This is an optimization exercise on Yosys and OpenROAD, whose aim is small area, a short achievable clock period and few clock cycles per item, not a production implementation. No functional check of the RTL was part of any run shown here. Power is estimated from default activity; no workload was simulated.

File: flow/run.sh
#!/bin/bash
# synth_recipe.tcl (not shown) runs the flow's synth.tcl, then flattens the netlist and writes it again
# the make line also repeats each setting of config.mk as NAME=value (left out here)
make -C /OpenROAD-flow-scripts/flow DESIGN_CONFIG=/design/flow/config.mk WORK_HOME=/design/flow/orfs CLKGATE_MAP_FILE= SYNTH_SCRIPT=/design/flow/synth_recipe.tcl finish
File: flow/config.mk
export PLATFORM = sky130hd
export DESIGN_NAME = lfgm_top
export DESIGN_NICKNAME = lfgm_top
export VERILOG_FILES = /design/flow/design.v
export SDC_FILE = /design/flow/constraint.sdc
export NUM_CORES = 4
export LEC_CHECK = 0
export ABC_CLOCK_PERIOD_IN_PS = 3500
export CAP_MARGIN = 20
export CORE_MARGIN = 2
export CORE_UTILIZATION = 55
export PLACE_DENSITY = 0.65
export SETUP_SLACK_MARGIN = 5
export SLEW_MARGIN = 20
File: flow/constraint.sdc
create_clock -name core_clock -period 10.0 [get_ports {clk}]
set_input_delay 2.0000 -clock core_clock [delete_from_list [all_inputs] [get_ports {clk}]]
set_output_delay 2.0000 -clock core_clock [all_outputs]
set_load 0.01 [all_outputs]
File: flow/design.v
module lfgm_jdg (
  input wire    [2:0]         lo,
  input wire    [2:0]         hi,
  input wire                  mid,
  output wire                 nxt_gen_cell
);
  logic         [1:0]         lo_sum;
  logic         [1:0]         hi_sum;
  assign lo_sum       = lo[0] + lo[1] + lo[2];
  assign hi_sum       = hi[0] + hi[1] + hi[2];
  assign nxt_gen_cell = ~hi_sum[1] & (hi_sum[0] ^ lo_sum[1]) & (lo_sum[0] | mid);
endmodule
module lfgm_gen_ln #(
  parameter                   GP_COLS                       = 40
)(
  input wire    [GP_COLS-1:0] up,
  input wire    [GP_COLS-1:0] mid,
  input wire    [GP_COLS-1:0] dn,
  output wire   [GP_COLS-1:0] nxt
);
  logic         [GP_COLS+1:0] w_up, w_mid, w_dn;
  assign w_up  = {1'b0, up,  1'b0};
  assign w_mid = {1'b0, mid, 1'b0};
  assign w_dn  = {1'b0, dn,  1'b0};
  logic         [1:0]         v [0:GP_COLS+1];
  logic         [1:0]         h [0:GP_COLS+1];
  genvar i;
  generate
    for(i = 0; i < GP_COLS + 2; i = i + 1) begin: col
      assign v[i] = w_up[i] + w_mid[i] + w_dn[i];
      assign h[i] = w_up[i] + w_dn[i];
    end
    for(i = 0; i < GP_COLS; i = i + 1) begin: jdg_block
      lfgm_jdg lfgm_jdg_inst (
        .lo           ( {v[i][0], h[i+1][0], v[i+2][0]} ),
        .hi           ( {v[i][1], h[i+1][1], v[i+2][1]} ),
        .mid          ( mid[i] ),
        .nxt_gen_cell ( nxt[i] )
      );
    end
  endgenerate
endmodule
module lfgm_ctrl (
  input wire                  clk,
  input wire                  rst_n,
  input wire                  start_trg,
  output wire                 step,                                                        
  output wire                 phase,                                                       
  output reg                  parity,                                                      
  output wire                 busy
);
  logic                       busy_q;                                                      
  logic                       busy_nq;                                                     
  always_ff @( posedge clk, negedge rst_n ) begin
    if(~rst_n)
                              busy_q                        <= 1'b0;
    else
                              busy_q                        <= ~busy_q & start_trg;
  end
  always_ff @( posedge clk, negedge rst_n ) begin
    if(~rst_n)
                              busy_nq                       <= 1'b1;
    else
                              busy_nq                       <= ~(busy_nq & start_trg);
  end
  always_ff @( posedge clk, negedge rst_n ) begin
    if(~rst_n)
                              parity                        <= 1'b0;
    else
                              parity                        <= ~parity;
  end
  assign                      step                          = ~busy_nq | start_trg;
  assign                      phase                         = ~busy_nq;
  assign                      busy                          = busy_q;
endmodule
module lfgm_cram #(
  parameter                   GP_COLS                       = 40,
  parameter                   GP_ROWS                       = 30
)(
  input wire                  clock,
  input wire                  rst_n,
  input wire                  step,
  input wire                  parity,
  input wire    [GP_COLS*GP_ROWS/2-1:0] new_rows,                                       
  output wire   [GP_COLS*GP_ROWS-1:0] slots,                                            
  input wire                  ld_we,
  input wire    [4:0]         ld_row,
  input wire    [GP_COLS-1:0] ld_data,
  input wire    [4:0]         rd_row,
  output reg    [GP_COLS-1:0] rd_data
);
  localparam                  LP_HALF                       = GP_ROWS / 2;
  logic         [GP_COLS-1:0] mem [0:GP_ROWS-1];
  logic         [GP_COLS-1:0] rd_mux [0:GP_ROWS];
  logic         [GP_ROWS:1]   ld_dec;
  logic         [GP_ROWS:1]   rd_dec;
  genvar i;
  generate
    for(i = 1; i <= GP_ROWS; i = i + 1) begin: dec
      assign                  ld_dec[i]                     = ld_we && (ld_row == i);
      assign                  rd_dec[i]                     = (rd_row == i);
    end
  endgenerate
  assign                      rd_mux[0]                     = '0;
  generate
    for(i = 0; i < GP_ROWS; i = i + 1) begin: word
      localparam              LP_ROW_P0                     = i + 1;                       
      localparam              LP_ROW_P1                     = (i + LP_HALF) % GP_ROWS + 1;  
      logic                   ld_sel;
      logic                   rd_sel;
      assign                  ld_sel                        = parity ? ld_dec[LP_ROW_P0] : ld_dec[LP_ROW_P1];
      assign                  rd_sel                        = parity ? rd_dec[LP_ROW_P1] : rd_dec[LP_ROW_P0];
      if(i < LP_HALF) begin: upper
        always_ff @( posedge clock, negedge rst_n ) begin
          if(~rst_n)
                              mem[i]                        <= '0;
          else if(ld_sel)
                              mem[i]                        <= ld_data;
          else
                              mem[i]                        <= mem[i + LP_HALF];
        end
      end
      else begin: lower
        always_ff @( posedge clock, negedge rst_n ) begin
          if(~rst_n)
                              mem[i]                        <= '0;
          else
                              mem[i]                        <= ({GP_COLS{ld_sel}}           & ld_data) |
                                                               ({GP_COLS{step}}             & new_rows[(i - LP_HALF)*GP_COLS +: GP_COLS]) |
                                                               ({GP_COLS{~(ld_sel | step)}} & mem[i - LP_HALF]);
        end
      end
      assign                  slots[i*GP_COLS +: GP_COLS]   = mem[i];
      assign                  rd_mux[i+1]                   = rd_mux[i] | ({GP_COLS{rd_sel}} & mem[i]);
    end
  endgenerate
  always_ff @( posedge clock ) begin
                              rd_data                       <= rd_mux[GP_ROWS];
  end
endmodule
module lfgm_top (
  input wire                  clk,
  input wire                  rst_n,
  input wire                  start,                                                       
  output wire                 busy,
  input wire                  ld_we,
  input wire    [4:0]         ld_row,
  input wire    [39:0]        ld_data,
  input wire    [4:0]         rd_row,
  output wire   [39:0]        rd_data
);
  localparam                  LP_COLS                       = 40;
  localparam                  LP_ROWS                       = 30;
  localparam                  LP_HALF                       = LP_ROWS / 2;
  logic                       step;
  logic                       phase;
  logic                       parity;
  logic         [LP_COLS*LP_ROWS-1:0] slots;
  logic         [LP_COLS*LP_HALF-1:0] new_rows;
  logic         [LP_COLS-1:0] bnd;                                                         
  lfgm_ctrl lfgm_ctrl_inst (
    .clk        ( clk ),
    .rst_n      ( rst_n ),
    .start_trg  ( start ),
    .step       ( step ),
    .phase      ( phase ),
    .parity     ( parity ),
    .busy       ( busy )
  );
  lfgm_cram #(.GP_COLS(LP_COLS), .GP_ROWS(LP_ROWS))
    cell_ram (
    .clock      ( clk ),
    .rst_n      ( rst_n ),
    .step       ( step ),
    .parity     ( parity ),
    .new_rows   ( new_rows ),
    .slots      ( slots ),
    .ld_we      ( ld_we ),
    .ld_row     ( ld_row ),
    .ld_data    ( ld_data ),
    .rd_row     ( rd_row ),
    .rd_data    ( rd_data )
  );
  always_ff @( posedge clk ) begin
    bnd <= parity ? slots[0 +: LP_COLS] : slots[(LP_HALF-1)*LP_COLS +: LP_COLS];
  end
  genvar j;
  generate
    for(j = 0; j < LP_HALF; j = j + 1) begin: row
      logic [LP_COLS-1:0] up, dn;
      if(j == 0)
        assign up = ~parity ? '0 : (phase ? bnd : slots[(LP_ROWS-1)*LP_COLS +: LP_COLS]);
      else
        assign up = slots[(j-1)*LP_COLS +: LP_COLS];
      if(j == LP_HALF-1)
        assign dn = parity ? '0 : (phase ? bnd : slots[LP_HALF*LP_COLS +: LP_COLS]);
      else
        assign dn = slots[(j+1)*LP_COLS +: LP_COLS];
      lfgm_gen_ln #(.GP_COLS(LP_COLS))
        lfgm_gen_ln_inst (
        .up   ( up ),
        .mid  ( slots[j*LP_COLS +: LP_COLS] ),
        .dn   ( dn ),
        .nxt  ( new_rows[j*LP_COLS +: LP_COLS] )
      );
    end
  endgenerate
endmodule
==> out/qor.yml, run 1 <==
synthesis:
  synthCells: 11000
  synth_compound_area_share_pct: 11.9
  synth-edff-count: 0
  synth_nets: 13400
  yosys-top-cells-area: "fa_1 29%, dfrtp_1 25%, ha_1 6.8%"
  synth-simple-area-share_pct: 7.93
  yosys_warnings: 8
  synth_fa_ha_area_share_pct: 35.6
  synth_top_family_by_area: "adder cells"
  yosysTopAreaCell: "fa_1"
  synth-seq-cells: 1283
  yosysSeqAreaShare_pct: 26.2
  yosysUniqueCellTypes: 94
  synth.area.mux_share_pct: 7.40
  synth.avg_cell_area_um2: 11.1
  synth-main-ff-cell: "dfrtp_1"
  postSynth.asyncResetShare_pct: 93.8
  synthXorXnorAreaFrac_pct: 4.34
  syn_area_um2: 121000
  synth_top_area_share_pct: 28.8
pwr:
  total_power_mw: 55.3
  leakage_nw: 62.3
  ir_drop_mv: 0.236
  power_density_nw_per_um2: 423
die:
  die_y_um: 473
  start_util_pct: 55.2
  core_area_um2: 219000
  rows: 172
  dieArea_um2: 224000
  die-width_um: 473
  ios: 95
final_layout:
  fin_cells: 13800
  fillers: 18100
  nNetsFinal: 13200
  final_common_cell: "fa_1"
  layout-drive-gt1-share_pct: 11.5
  final_cell_mix: "1740 x fa_1, 1397 x inv_1, 1201 x dfrtp_1, 836 x a21oi_1, 660 x ha_1"
  syn2layout_area_growth_pct: 8.02
sta:
  finalSetupViolCount: 0
  period_minus_slack_ns: 5.16
  tns_ns: 0
  slew_headroom_pct: 8.80
  finClkSkew_ns: 0.0372
  fmax_mhz: 194
  rsz0062_at_grt: "false"
  worst_pin_slew_ns: 1.35
  fin_crit_sh_pct: 51.6
  finalHoldViolCount: 0
  final-max-slew-violation-count: 0
min_path:
  worst_hold_path_type: "flip-flop to flip-flop"
  holdPathEnd: "lfgm_ctrl_inst.busy_q"
  hp-start: "lfgm_ctrl_inst.busy_q"
  hold_path_depth: 1
worst_setup_path:
  rrSetupSlack_ns: 5.40
  r2r_cells: 8
  cp.arrival_ns: 5.95
  crit_path_start_kind: "input port"
  crit_path_end_kind: "flip-flop"
  cp_num_buf_inv: 3
  critPathMaxStageDelay_ns: 1.00
  timing.rr.start: "lfgm_ctrl_inst.parity"
  crit_type: "input port to flip-flop"
  worstPathRequired_ns: 10.79
  r2r-end: "cell_ram.mem[15][8]"
  slowest_stage: "a21boi_4"
  worstPathCellList: "buf_4 -> buf_4 -> and3b_1 -> a21boi_4 -> buf_4 -> a22oi_1 -> and4_1 -> nand4_1"
  crit_path_max_fanout: 33
  cp_top_family: "buffers and inverters"
  crit_top_cell: "buf_4"
drt:
  via_count: 96500
  top_layer: "met5"
  drt-initial-drc-count: 13900
  first_pass_iters: 11
  drc: 0
  dr_wl_met3_um: 72500
  routedWlPerCell_um: 38.1
  viasPerCell: 6.98
  wl_met1_um: 190000
  wl_met2_um: 219000
  wl_um: 527000
  ant_nets: 0
clock_tree:
  cts_hold_buf: 0
  clk_pin_slew_ns: 0.06
  clockBufferDepth: 3
  root_buffer: "clkbuf_16"
  cts.sinks: 1283
  cts_buffers: 165
  cts_htree_levels: 4
  cts_tree: "built"
  clock_latency_ns: 0.87
placement:
  dp_cells: 13500
  place.detailed.hpwl_um: 391000
  gp_congestion: 1.06
  io_buffers: 94
grt:
  grt-ovfl-total: 0
  antenna_found_initial: 45
  grt_pass1_vias: 97300
  gr-usage-all-layers_pct: 47.5
  grt_max_degree: 213
  grt_pass1_wl_um: 745000
run:
  cap_viol_max_count: 0
run_status:
  status: "no timing/DRC/antenna violations"
-- timing repair --
action                     in CTS  in global routing
resized for setup               1                  2
setup endpoints to repair       9                 26
pin swaps                       0                  1
setup buffers                   0                  9
-- synthesized netlist by cell type (10+ instances only) --
cell and instances:
mux2i_1 104, o41ai_1 382, o2111ai_1 27, a221oi_1 27, or4_1 17, dfxtp_1 80, nor3_1 20, dfrtp_1 1202
clkbuf_1 408, o2bb2ai_1 55, nor2b_1 321, a32o_1 15, a2bb2oi_1 10, and4_1 25, mux2_2 631, o211a_1 18
a2111oi_0 12, nor2_1 320, buf_6 19, a22o_1 77, ha_1 660, mux2_1 26, nor4_1 29, buf_4 20
nand4_1 39, o211ai_1 108, nand3_1 97, a22oi_1 148, xnor2_1 239, mux4_2 23, a21oi_1 844, buf_2 156
a222oi_1 24, inv_1 1398, nand2_1 321, buf_1 20, and3_1 395, nand2b_1 91, xor2_1 361, and2_1 11
o21ai_0 31, fa_1 1740, o22ai_1 234
-- final cells by class --
type / instances / area (um^2) / share of cell area, %
tap: 2871 / 3590 / 2.75
sequential: 1283 / 31700 / 24.3
antenna: 28 / 70.1 / 0.0536
timing repair buffer: 298 / 2630 / 2.01
inverter: 1398 / 5250 / 4.01
clock inverter: 54 / 624 / 0.477
multi-input combinational: 7649 / 82000 / 62.7
clock buffer: 256 / 4900 / 3.75
-- registers in the layout, indices dropped and copies added (netlist names) --
name,cells
lfgm_ctrl_inst.parity,1
cell_ram.mem,1200
cell_ram.rd_data,40
bnd,40
lfgm_ctrl_inst.busy_q,1
lfgm_ctrl_inst.busy_nq,1
-- worst register-to-register path, stage by stage, from the launching register on --
cell,delay [ns]
dfrtp_4,0.96
clkinv_2,0.79
buf_4,0.65
a21oi_1,0.37
fa_1,0.46
inv_1,0.30
fa_1,0.45
nor2b_1,0.14
o41ai_1,0.34
-- where the power goes --
group / internal (mW) / leakage [nW] / switching, mW
registers: 7.01 / 16.6 / 4.67
clock network: 3.66 / 2.73 / 2.68
logic: 16.5 / 43.1 / 20.8
total: 27.1 / 62.3 / 28.2
-- worst max-delay path by stage --
| stage | from | end | slack (ns) | cells after the start |
|---|---|---|---|---|
| floorplan | rd_row[3] | cell_ram.rd_data[36] | 6.24 | 9 |
| global placement | rd_row[3] | cell_ram.rd_data[37] | 3.73 | 7 |
| detailed placement | rd_row[1] | cell_ram.rd_data[37] | 4.01 | 8 |
| CTS | rd_row[1] | cell_ram.rd_data[25] | 5.05 | 8 |
| global route | rd_row[4] | cell_ram.rd_data[9] | 5.00 | 8 |
| finish | rd_row[1] | cell_ram.rd_data[10] | 4.84 | 8 |
-- cell families (layout without fill, tap and decap cells) --
| logic type | after synthesis | after routing |
|---|---|---|
| flops | 1283 | 1283 |
| simple gates | 1759 | 1759 |
| fa+ha+maj | 2400 | 2400 |
| xor+xnor | 600 | 600 |
| mux | 784 | 784 |
| compound gates | 2106 | 2106 |
| other cells | 0 | 28 |
| buf+inv | 2021 | 2006 |
-- through the flow --
step	setup slack (ns)	cell area, um^2	util [%]	hold slack, ns
finish	4.84	131000	59.6	0.460
detailed placement	4.01	125000	57.0	0.447
global route	5.00	131000	59.6	0.484
global placement	3.73	125000	57.0	0.420
floorplan	6.24	121000	-	0.457
CTS	5.05	131000	59.5	0.461
-- metal layers --
metal  vias up  track usage (%)
met2      7407             66.6
li1      37300                -
met1     49800             61.6
met5         -                0
met4        50             32.2
met3      1986             17.1
==> run 2: changes to the inputs <==
==> flow/flow/run.sh (new file) <==
#!/bin/bash
set -euo pipefail
SETUP_MARGIN=${SETUP_MARGIN:-6.4}
bash standard.sh SETUP_SLACK_MARGIN=$SETUP_MARGIN finish > standard_flow.log 2>&1
==> flow/standard.sh (new file) <==
#!/bin/bash
# synth_recipe.tcl (not shown) runs the flow's synth.tcl, then flattens the netlist and writes it again
# the make line also repeats each setting of config.mk as NAME=value (left out here)
make -C /OpenROAD-flow-scripts/flow DESIGN_CONFIG=/design/flow/config.mk WORK_HOME=/design/flow/orfs CLKGATE_MAP_FILE= SYNTH_SCRIPT=/design/flow/synth_recipe.tcl "${@:-finish}"
--- a/flow/config.mk
+++ b/flow/config.mk
@@ -6,9 +6,7 @@
 export NUM_CORES = 4
 export LEC_CHECK = 0
-export ABC_CLOCK_PERIOD_IN_PS = 3500
 export CAP_MARGIN = 20
 export CORE_MARGIN = 2
 export CORE_UTILIZATION = 55
 export PLACE_DENSITY = 0.65
-export SETUP_SLACK_MARGIN = 5
 export SLEW_MARGIN = 20
removed: flow/run.sh
==> run 2 against run 1 <==
Routed wire length up 3.3%. Final cell count is 0.67% higher. Still clean on timing, DRC and antenna. Combinational power hardly changed. Utilization rose by 0.91 points. Synthesized cell count is the same. Sequential power about the same.
==> out/qor.yml, run 2 <==
synthesis:
  synth_nets: 13400  # unchanged
  syn_area_um2: 121000  # unchanged
  synth-main-ff-cell: "dfrtp_1"
  synth_top_area_share_pct: 28.8  # unchanged
  yosysUniqueCellTypes: 94  # unchanged
  synthCells: 11000  # unchanged
  yosysSeqAreaShare_pct: 26.2  # unchanged
  synth_most_common_cell: "fa_1"
  synth.avg_cell_area_um2: 11.1  # unchanged
  yosysTopAreaCell: "fa_1"
  yosys-top-cells-area: "fa_1 29%, dfrtp_1 25%, ha_1 6.8%"
  postSynth.asyncResetShare_pct: 93.8  # unchanged
  synth-seq-cells: 1283  # unchanged
  ys_top_cells_by_count: "1740 x fa_1, 1398 x inv_1, 1202 x dfrtp_1"
  synth-edff-count: 0  # unchanged
  yosys_warnings: 8  # unchanged
sta:
  rsz0062_at_grt: "false"
  finalHoldViolCount: 0  # unchanged
  worst_pin_slew_ns: 1.30  # -0.0543 ns
  fmax_mhz: 268  # +38%
  final-max-slew-violation-count: 0  # unchanged
  whs_ns: 0.421  # -0.0390 ns
  finalSetupViolCount: 0  # unchanged
  fin_crit_sh_pct: 37.3  # -14 points
  slew_headroom_pct: 13.4  # +4.6 points
  finClkSkew_ns: 0.0302  # -0.00696 ns
  period_minus_slack_ns: 3.73  # -1.43 ns
  tns_ns: 0  # unchanged
clock_tree:
  cts_tree: "built"
  clk_pin_slew_ns: 0.06  # about the same
  cts_buffers: 163  # -1.2%
  cts_htree_levels: 4  # unchanged
  cts_hold_buf: 0  # unchanged
  root_buffer: "clkbuf_16"
  clock_latency_ns: 0.88  # about the same
  cts.sinks: 1283  # unchanged
  clockBufferDepth: 3  # unchanged
grt:
  antenna_found_initial: 51  # +13%
  gr-usage-all-layers_pct: 48.8  # +1.3 points
  grt_max_degree: 166  # -22%
  grt_pass1_wl_um: 762000  # +2.3%
  grt-ovfl-total: 0  # unchanged
  grt_pass1_vias: 98900  # +1.7%
final_layout:
  nNetsFinal: 13300  # +0.65%
  largest-register: "cell_ram.mem"
  final_cell_mix: "1740 x fa_1, 1397 x inv_1, 1201 x dfrtp_1, 836 x a21oi_1, 660 x ha_1"
  largest_reg_flops: 1200  # unchanged
  layout-drive-gt1-share_pct: 12.8  # +1.3 points
  largestRegisters: "cell_ram.mem x1200, bnd x40, cell_ram.rd_data x40"
  final_common_cell: "fa_1"
  syn2layout_area_growth_pct: 9.68
  fillers: 17800  # -1.6%
die:
  start_util_pct: 55.2  # unchanged
  rows: 172  # unchanged
  die-width_um: 473  # unchanged
  die_y_um: 473  # unchanged
  ios: 95  # unchanged
  core_area_um2: 219000  # unchanged
  dieArea_um2: 224000  # unchanged
drt:
  routedWlPerCell_um: 39.1  # +2.6%
  via_count: 98500  # +2.0%
  first_pass_iters: 6  # -5
  viasPerCell: 7.07  # +1.3%
  drc: 0  # unchanged
  drt-initial-drc-count: 14400  # +3.9%
  ant_nets: 0  # unchanged
  wl_um: 544000  # +3.3%
pwr:
  p_int_mw: 27.1  # -0.21%
  ir_drop_mv: 0.219  # -7.2%
  leakage_nw: 63.4  # +1.7%
  switchingPower_mw: 28.2  # +0.22%
  seqPwrFrac_pct: 20.9  # -0.2 points
  power_density_nw_per_um2: 417  # -1.5%
  combinationalPowerShare_pct: 67.9  # +0.5 points
  power.share.switching_pct: 51.0  # +0.11 points
  clkPwrFrac_pct: 11.2  # -0.2 points
run_status:
  status: "no timing/DRC/antenna violations"
placement:
  place.detailed.hpwl_um: 380000  # -2.7%
  io_buffers: 94  # unchanged
  gp_congestion: 1.03  # -3.0%
min_path:
  worst_hold_path_type: "flip-flop to flip-flop"
worst_setup_path:
  cp.arrival_ns: 4.47  # -1.48 ns
  crit_path_max_fanout: 39  # +18%
  crit_path_end_kind: "flip-flop"
  crit_type: "input port to flip-flop"
  crit_path_start_kind: "input port"
  worstPathRequired_ns: 10.75  # -0.04 ns
run:
  cap_viol_max_count: 0  # unchanged
run 2: cell counts after synthesis:
Identical to the previous run, type by type.
run 2: per-layer routing:
layer / global-route usage, % / share of wire, % / vias to the layer above
met3: 17.0 / 14 / 2339
met2: 67.4 / 41 / 8055
met1: 62.3 / 35 / 50500
met5: 0.476 / 0.085 / -
li1: - / - / 37600
met4: 38.8 / 10 / 36
run 2: worst paths after layout:
kind | start | endpoint | slack [ns] | depth (start not counted)
hold reg to reg | lfgm_ctrl_inst.busy_q | lfgm_ctrl_inst.busy_q | 0.42 | 1
hold / removal | lfgm_ctrl_inst.busy_q | lfgm_ctrl_inst.busy_q | 0.42 | 1
setup reg to reg | lfgm_ctrl_inst.parity | cell_ram.rd_data[38] | 6.38 | 9
setup / recovery | rd_row[3] | cell_ram.rd_data[34] | 6.27 | 6
max in group asynchronous | rst_n | cell_ram.mem[29][14] | 6.70 | 3
min in group asynchronous | rst_n | cell_ram.mem[12][25] | 1.02 | 1
run 2: area by class of cell:
class / count / area [um^2] / share of cell area [%]
diodes: 39 / 97.6 / 0.0735
clock buffers: 266 / 4960 / 3.74
clock inverters: 38 / 414 / 0.312
inverters: 1398 / 5260 / 3.96
multi-input cells: 7651 / 82400 / 62.1
flip-flops and latches: 1283 / 31800 / 23.9
well taps: 2871 / 3590 / 2.71
repair buffers: 384 / 4290 / 3.23
run 2: kinds of logic (layout without fill, tap and decap cells):
logic type | Yosys count | after routing | share of synthesized area, %
flip-flops | 1283 | 1283 | 26.2
adder cells (fa/ha/maj) | 2400 | 2400 | 35.6
multiplexers | 784 | 784 | 7.40
AO/OA/AOI/OAI | 2106 | 2106 | 11.9
other | 0 | 39 | 0
AND/OR/NAND/NOR | 1759 | 1761 | 7.93
XOR/XNOR | 600 | 600 | 4.34
buffers and inverters | 2021 | 2086 | 6.61
run 2: per-stage QoR:
step / worst slack [ns] / instance area (um^2) / total power, mW / util, % / instances
6_report: 6.27 / 133000 / 55.3 / 60.5 / 13900
5_1_grt: 6.39 / 133000 / 60.1 / 60.5 / 13900
4_1_cts: 6.30 / 132000 / 54.5 / 60.3 / 13900
3_5_place_dp: 3.71 / 125000 / 48.0 / 57.0 / 13500
3_3_place_gp: 3.86 / 125000 / 45.6 / 57.0 / 13500
2_1_floorplan: 6.31 / 121000 / 36.5 / - / 11000
run 2: worst max-delay path, stage by stage:
cell and delay, ns:
clkbuf_16 0.28, mux2i_1 0.94, a2111oi_0 0.22, a2111o_1 0.53
nor4_1 0.29, nand4_1 0.13
run 2: what timing repair did:
action,CTS,global route
buffers inserted,74,23
setup endpoints to repair,1223,583
gates resized for setup,261,38
gates cloned,14,3
pin swaps,27,5
run 2: power by group through the flow:
stage                     sequential, mW  clock [mW]  combinational [mW]
final                               11.5        6.20                37.6
after global routing                11.6        6.38                42.1
after CTS                           11.3        6.17                37.1
after detailed placement            11.4           0                36.6
after global placement              11.4           0                34.2
after floorplan                     9.41           0                27.1

-- what the ideal ports hide --
The results above use ideal ports. As a check the final layouts listed here were re-extracted and re-timed, cells and wires unchanged. Step 1, drivers: a clkbuf_16 drives clk and a buf_2 each remaining input, both assumed. Step 2 also shifts input and output timing later by t, the mid clock arrival at the registers, as if the neighbouring blocks saw the same clock. a / b / c = ideal / step 1 / step 2; a / b = the first two.
run	shift t [ns]	slack for setup (ns)	latest minus earliest clock arrival (ns)	slew at the worst register clock pin (ns)
run 1	0.950	4.844 / 4.917 / 3.968	0.045 / 0.045	0.07 / 0.07
run 2	0.980	6.273 / 6.095 / 5.115	0.036 / 0.037	0.07 / 0.07
After both steps every run listed still meets setup and hold. The setup slack of run 2, which loses most, moves by -0.178 ns with the drivers and by -1.158 ns with both steps.
